Background: an optimization exercise with open tools, aiming at small area and a short achievable clock period. Do not read the settings as production practice. The RTL was checked by simulation tests, not by an equivalence proof against the original design. Power and IR drop assume default switching activity. No driver is modelled on the clock port, so clocking that relies on it looks cheaper here than on a real chip.

Design Scrambler, start of the top module:
module Scrambler(
  input         clock,
  input         reset,
  input  [63:0] io_in,
  output [63:0] io_out
);
  reg [63:0] p1;
  reg [63:0] p2;
  reg [63:0] p3;
  reg [63:0] p4;
  reg [63:0] p5;
  reg [63:0] p6;
  reg [63:0] q1;
  reg [63:0] q2;
  reg [63:0] q3;
  reg [63:0] q4;
  reg [63:0] q5;
  reg [63:0] q6;
  reg [63:0] q7;
  reg [63:0] q8;
  reg [63:0] q9;
  reg [63:0] q10;
  reg [63:0] q11;
  reg [63:0] q12;
  reg [63:0] q13;
  reg [63:0] q14;
  reg [63:0] q15;
  reg [63:0] q16;
  reg [63:0] q17;
  reg  [4:0] cnt;    
  reg        m6;     
  reg        m18;    
  wire m18_next = !reset && (m18 || cnt == 5'd17);
  add_out u_out (.a(io_in), .b(q17), .s(io_out));
  wire [63:0] q1_next;   
  add_q u_q (.a(p1), .b(p6), .m(m6), .s(q1_next));
  always @(posedge clock) begin
    p1  <= io_out;
    p2  <= p1;
    p3  <= p2;
    p4  <= p3;
    p5  <= p4;
    p6  <= p5;
    q1  <= q1_next;
    q2 <= q1;
    q3 <= q2;
    q4 <= q3;
    q5 <= q4;
    q6 <= q5;
    q7 <= q6;
    q8 <= q7;
    q9 <= q8;
    q10 <= q9;
    q11 <= q10;
    q12 <= q11;
    q13 <= q12;
    q14 <= q13;
    q15 <= q14;
    q16 <= q15;
    q17 <= m18_next ? q16 : 64'h0;
  end
  always @(posedge clock) begin
    if (reset) begin
      cnt <= 5'd0;
    end else if (!m18) begin
      cnt <= cnt + 5'd1;
    end
    m6  <= !reset && (m6 || cnt == 5'd5);
    m18 <= m18_next;
  end
endmodule
Size in the first run: ~2500 cells after synthesis.
clock: 6.0 ns
lec_check: 0
cap_margin: 20
core_margin: 2
core_utilization: 65
cts_cluster_diameter: 80
cts_cluster_size: 32
setup_slack_margin: 2.5
slew_margin: 20
synth_hierarchical: 1
synth_minimum_keep_size: 0
tns_end_percent: 5
standard.sh (not shown) runs the stock make flow with config.mk's settings and CLKGATE_MAP_FILE= SYNTH_SCRIPT=/design/flow/synth_recipe.tcl, a recipe that flattens the netlist after the stock synthesis.
==> flow/flow/run.sh <==
#!/bin/bash
# Layout flow: the standard flow (standard.sh, the ORFS make targets), run
# in two steps.  Synthesis is the standard one, unchanged.  The rest of the
# layout differs from the standard flow in two settings only:
#  - the port buffers that buffer_ports inserts are plain buffers (buf_2)
#    rather than the delay cell it would pick on its own, and
#  - the resizer may swap a cell for one of another footprint
#    (MATCH_CELL_FOOTPRINT=0; sky130hd's platform config sets it to 1).
# Each step's full output goes to its own log file in the work folder.
set -euo pipefail
bash standard.sh synth > run_synth.log 2>&1
bash standard.sh "BUFFER_PORTS_ARGS=-buffer_cell sky130_fd_sc_hd__buf_2" \
  MATCH_CELL_FOOTPRINT=0 finish > run_layout.log 2>&1
==> next run, changes <==
--- a/flow/flow/run.sh
+++ b/flow/flow/run.sh
@@ -4 +4 @@
-# layout differs from the standard flow in two settings only:
+# layout differs from the standard flow in three settings only:
@@ -6 +6 @@
-#    rather than the delay cell it would pick on its own, and
+#    rather than the delay cell it would pick on its own,
@@ -8 +8,3 @@
-#    (MATCH_CELL_FOOTPRINT=0; sky130hd's platform config sets it to 1).
+#    (MATCH_CELL_FOOTPRINT=0; sky130hd's platform config sets it to 1), and
+#  - after global routing, ORFS's power recovery downsizes gates on paths
+#    with slack to spare (RECOVER_POWER, percent of those paths).
@@ -13 +15 @@
-  MATCH_CELL_FOOTPRINT=0 finish > run_layout.log 2>&1
+  MATCH_CELL_FOOTPRINT=0 RECOVER_POWER=40 finish > run_layout.log 2>&1
Effect:
- The new run produced a clean layout
- area after synthesis is unchanged
- global-route usage is unchanged
- final cell count stays the same
- worst setup slack is unchanged
- maximum frequency stays the same
- total power is unchanged
- register-to-register slack hardly moves
- hold slack does not change
- wire length is unchanged
- critical path depth is unchanged

---

Scrambler, a different RTL version from the one above (not shown whole).
Size in the first run: about 1500 flip-flops, ~35000 sq um of cells after synthesis.
==> flow/config.mk <==
export PLATFORM = sky130hd
export DESIGN_NAME = Scrambler
export DESIGN_NICKNAME = Scrambler
export VERILOG_FILES = /design/flow/design.v
export SDC_FILE = /design/flow/constraint.sdc
export NUM_CORES = 4
export LEC_CHECK = 0
export CAP_MARGIN = 20
export CORE_MARGIN = 2
export CORE_UTILIZATION = 70
export CTS_CLUSTER_DIAMETER = 80
export CTS_CLUSTER_SIZE = 32
export SETUP_SLACK_MARGIN = 2.5
export SLEW_MARGIN = 20
export SYNTH_HIERARCHICAL = 1
export SYNTH_MINIMUM_KEEP_SIZE = 0
export TNS_END_PERCENT = 5
==> flow/constraint.sdc <==
create_clock -name core_clock -period 6.0 [get_ports {clock}]
set_input_delay 1.2000 -clock core_clock [delete_from_list [all_inputs] [get_ports {clock}]]
set_output_delay 1.2000 -clock core_clock [all_outputs]
set_load 0.01 [all_outputs]
==> flow/flow/run.sh <==
#!/bin/bash
# Layout flow: the standard flow (standard.sh, the ORFS make targets), run
# in two steps.  The layout differs from the standard flow in these settings
# only:
#  - synthesis is the standard one with ABC told that each gate drives a
#    1 fF load (ABC_LOAD_IN_FF=1; sky130hd's default is 5).  The adders are
#    written as one-gate modules that synthesis maps one at a time, and with
#    the default load ABC maps each to a larger drive strength than most
#    need (a21oi_2, nor2b_4); the resizer later upsizes the gates that timing
#    needs.  The registers are those of the standard synthesis;
#  - the pins are placed by flow/io.tcl (ORFS IO_CONSTRAINTS): io_in[i] and
#    io_out[i] side by side along the bottom edge in bit order, so that the
#    adder between them can be placed compactly;
#  - the port buffers that buffer_ports inserts are plain buffers (buf_2)
#    rather than the delay cell it would pick on its own;
#  - the resizer may swap a cell for one of another footprint
#    (MATCH_CELL_FOOTPRINT=0; sky130hd's platform config sets it to 1).
# Each step's full output goes to its own log file in the work folder.
set -euo pipefail
here=$(pwd)
bash standard.sh ABC_LOAD_IN_FF=1 synth > run_synth.log 2>&1
bash standard.sh "IO_CONSTRAINTS=$here/flow/io.tcl" IO_PIN_STEP=2 \
  "BUFFER_PORTS_ARGS=-buffer_cell sky130_fd_sc_hd__buf_2" \
  MATCH_CELL_FOOTPRINT=0 finish > run_layout.log 2>&1
Other scripts of this flow, unchanged in this note and not shown: flow/flow/io.tcl
The first run ran to the end with no violations.
Rerun with:
CORE_UTILIZATION = 60   (was 70)
What happened:
- die area goes up by 16%
- worst setup slack is better by 52 ps
- synthesized area does not change
Rerun with:
CORE_UTILIZATION = 65   (was 60)
After rerunning:
- worst hold slack is better by 12 ps
- cell count goes down by about 2%
- sequential share of layout area goes up by 0.49 points
Rerun with:
CTS_BUF_LIST = sky130_fd_sc_hd__clkbuf_8   (was default)
CTS_CLUSTER_DIAMETER = 60   (was 80)
CTS_CLUSTER_SIZE = 20   (was 32)
Result:
- setup slack is worse by 33 ps
- global-route usage falls by 0.40 points
- non-clock buffer count rises by 15
- core utilization rises by 0.81 points
Rerun with:
--- a/flow/flow/run.sh
+++ b/flow/flow/run.sh
@@ -12,5 +12,5 @@
 #    io_out[i] side by side along the bottom edge in bit order, so that the
 #    adder between them can be placed compactly;
-#  - the port buffers that buffer_ports inserts are plain buffers (buf_2)
+#  - the port buffers that buffer_ports inserts are plain buffers (buf_1)
 #    rather than the delay cell it would pick on its own;
 #  - the resizer may swap a cell for one of another footprint
@@ -21,4 +21,4 @@
 bash standard.sh ABC_LOAD_IN_FF=1 synth > run_synth.log 2>&1
 bash standard.sh "IO_CONSTRAINTS=$here/flow/io.tcl" IO_PIN_STEP=2 \
-  "BUFFER_PORTS_ARGS=-buffer_cell sky130_fd_sc_hd__buf_2" \
+  "BUFFER_PORTS_ARGS=-buffer_cell sky130_fd_sc_hd__buf_1" \
   MATCH_CELL_FOOTPRINT=0 finish > run_layout.log 2>&1
CTS_BUF_LIST = default   (was sky130_fd_sc_hd__clkbuf_8)
CTS_CLUSTER_DIAMETER = 80   (was 60)
CTS_CLUSTER_SIZE = 32   (was 20)
Effect: The new run completed with no timing, DRC or antenna violations. Worst hold slack gains 3.9 ps. Synthesized area is unchanged. Worst setup slack gets better by 57 ps. Count of clock-buffer cells in the layout decreases by 34.

-- static timing again, ports no longer ideal --
No port has a modelled driver above. Below, the same layouts with a new extraction and two added sets of constraints. Step 1 (the two cells are an assumption about what drives the block):
set clk [get_ports {clock}]
set_driving_cell -lib_cell sky130_fd_sc_hd__clkbuf_16 $clk
set_driving_cell -lib_cell sky130_fd_sc_hd__buf_2 [delete_from_list [all_inputs] $clk]
Step 2 times the ports against the registers' clock, not the clock port: input delays grow and output delays shrink by t, the midpoint of the rising clock arrivals with the driver on. a / b / c = ideal / step 1 / step 2; a / b = the first two.
run | t, ns | setup slack, ns | worst setup path at the end | worst data-port slew with drivers (ns)
the first run of note 1 | 0.679 | 1.592 / 1.568 / 1.568 | input to output | 0.08
the second run of note 1 | 0.679 | 1.592 / 1.568 / 1.568 | input to output | 0.08
the first run of note 2 | 0.670 | 1.606 / 1.561 / 1.561 | input to output | 0.06
the second run of note 2 | 0.668 | 1.658 / 1.618 / 1.618 | input to output | 0.07
the third run of note 2 | 0.665 | 1.628 / 1.605 / 1.605 | input to output | 0.08
the fourth run of note 2 | 0.728 | 1.595 / 1.567 / 1.567 | input to output | 0.07
the fifth run of note 2 | 0.668 | 1.652 / 1.623 / 1.623 | input to output | 0.07
After both steps every run listed still meets setup and hold. The setup slack of the first run of note 2, which loses most, moves by -0.045 ns with the drivers and by -0.045 ns with both steps.
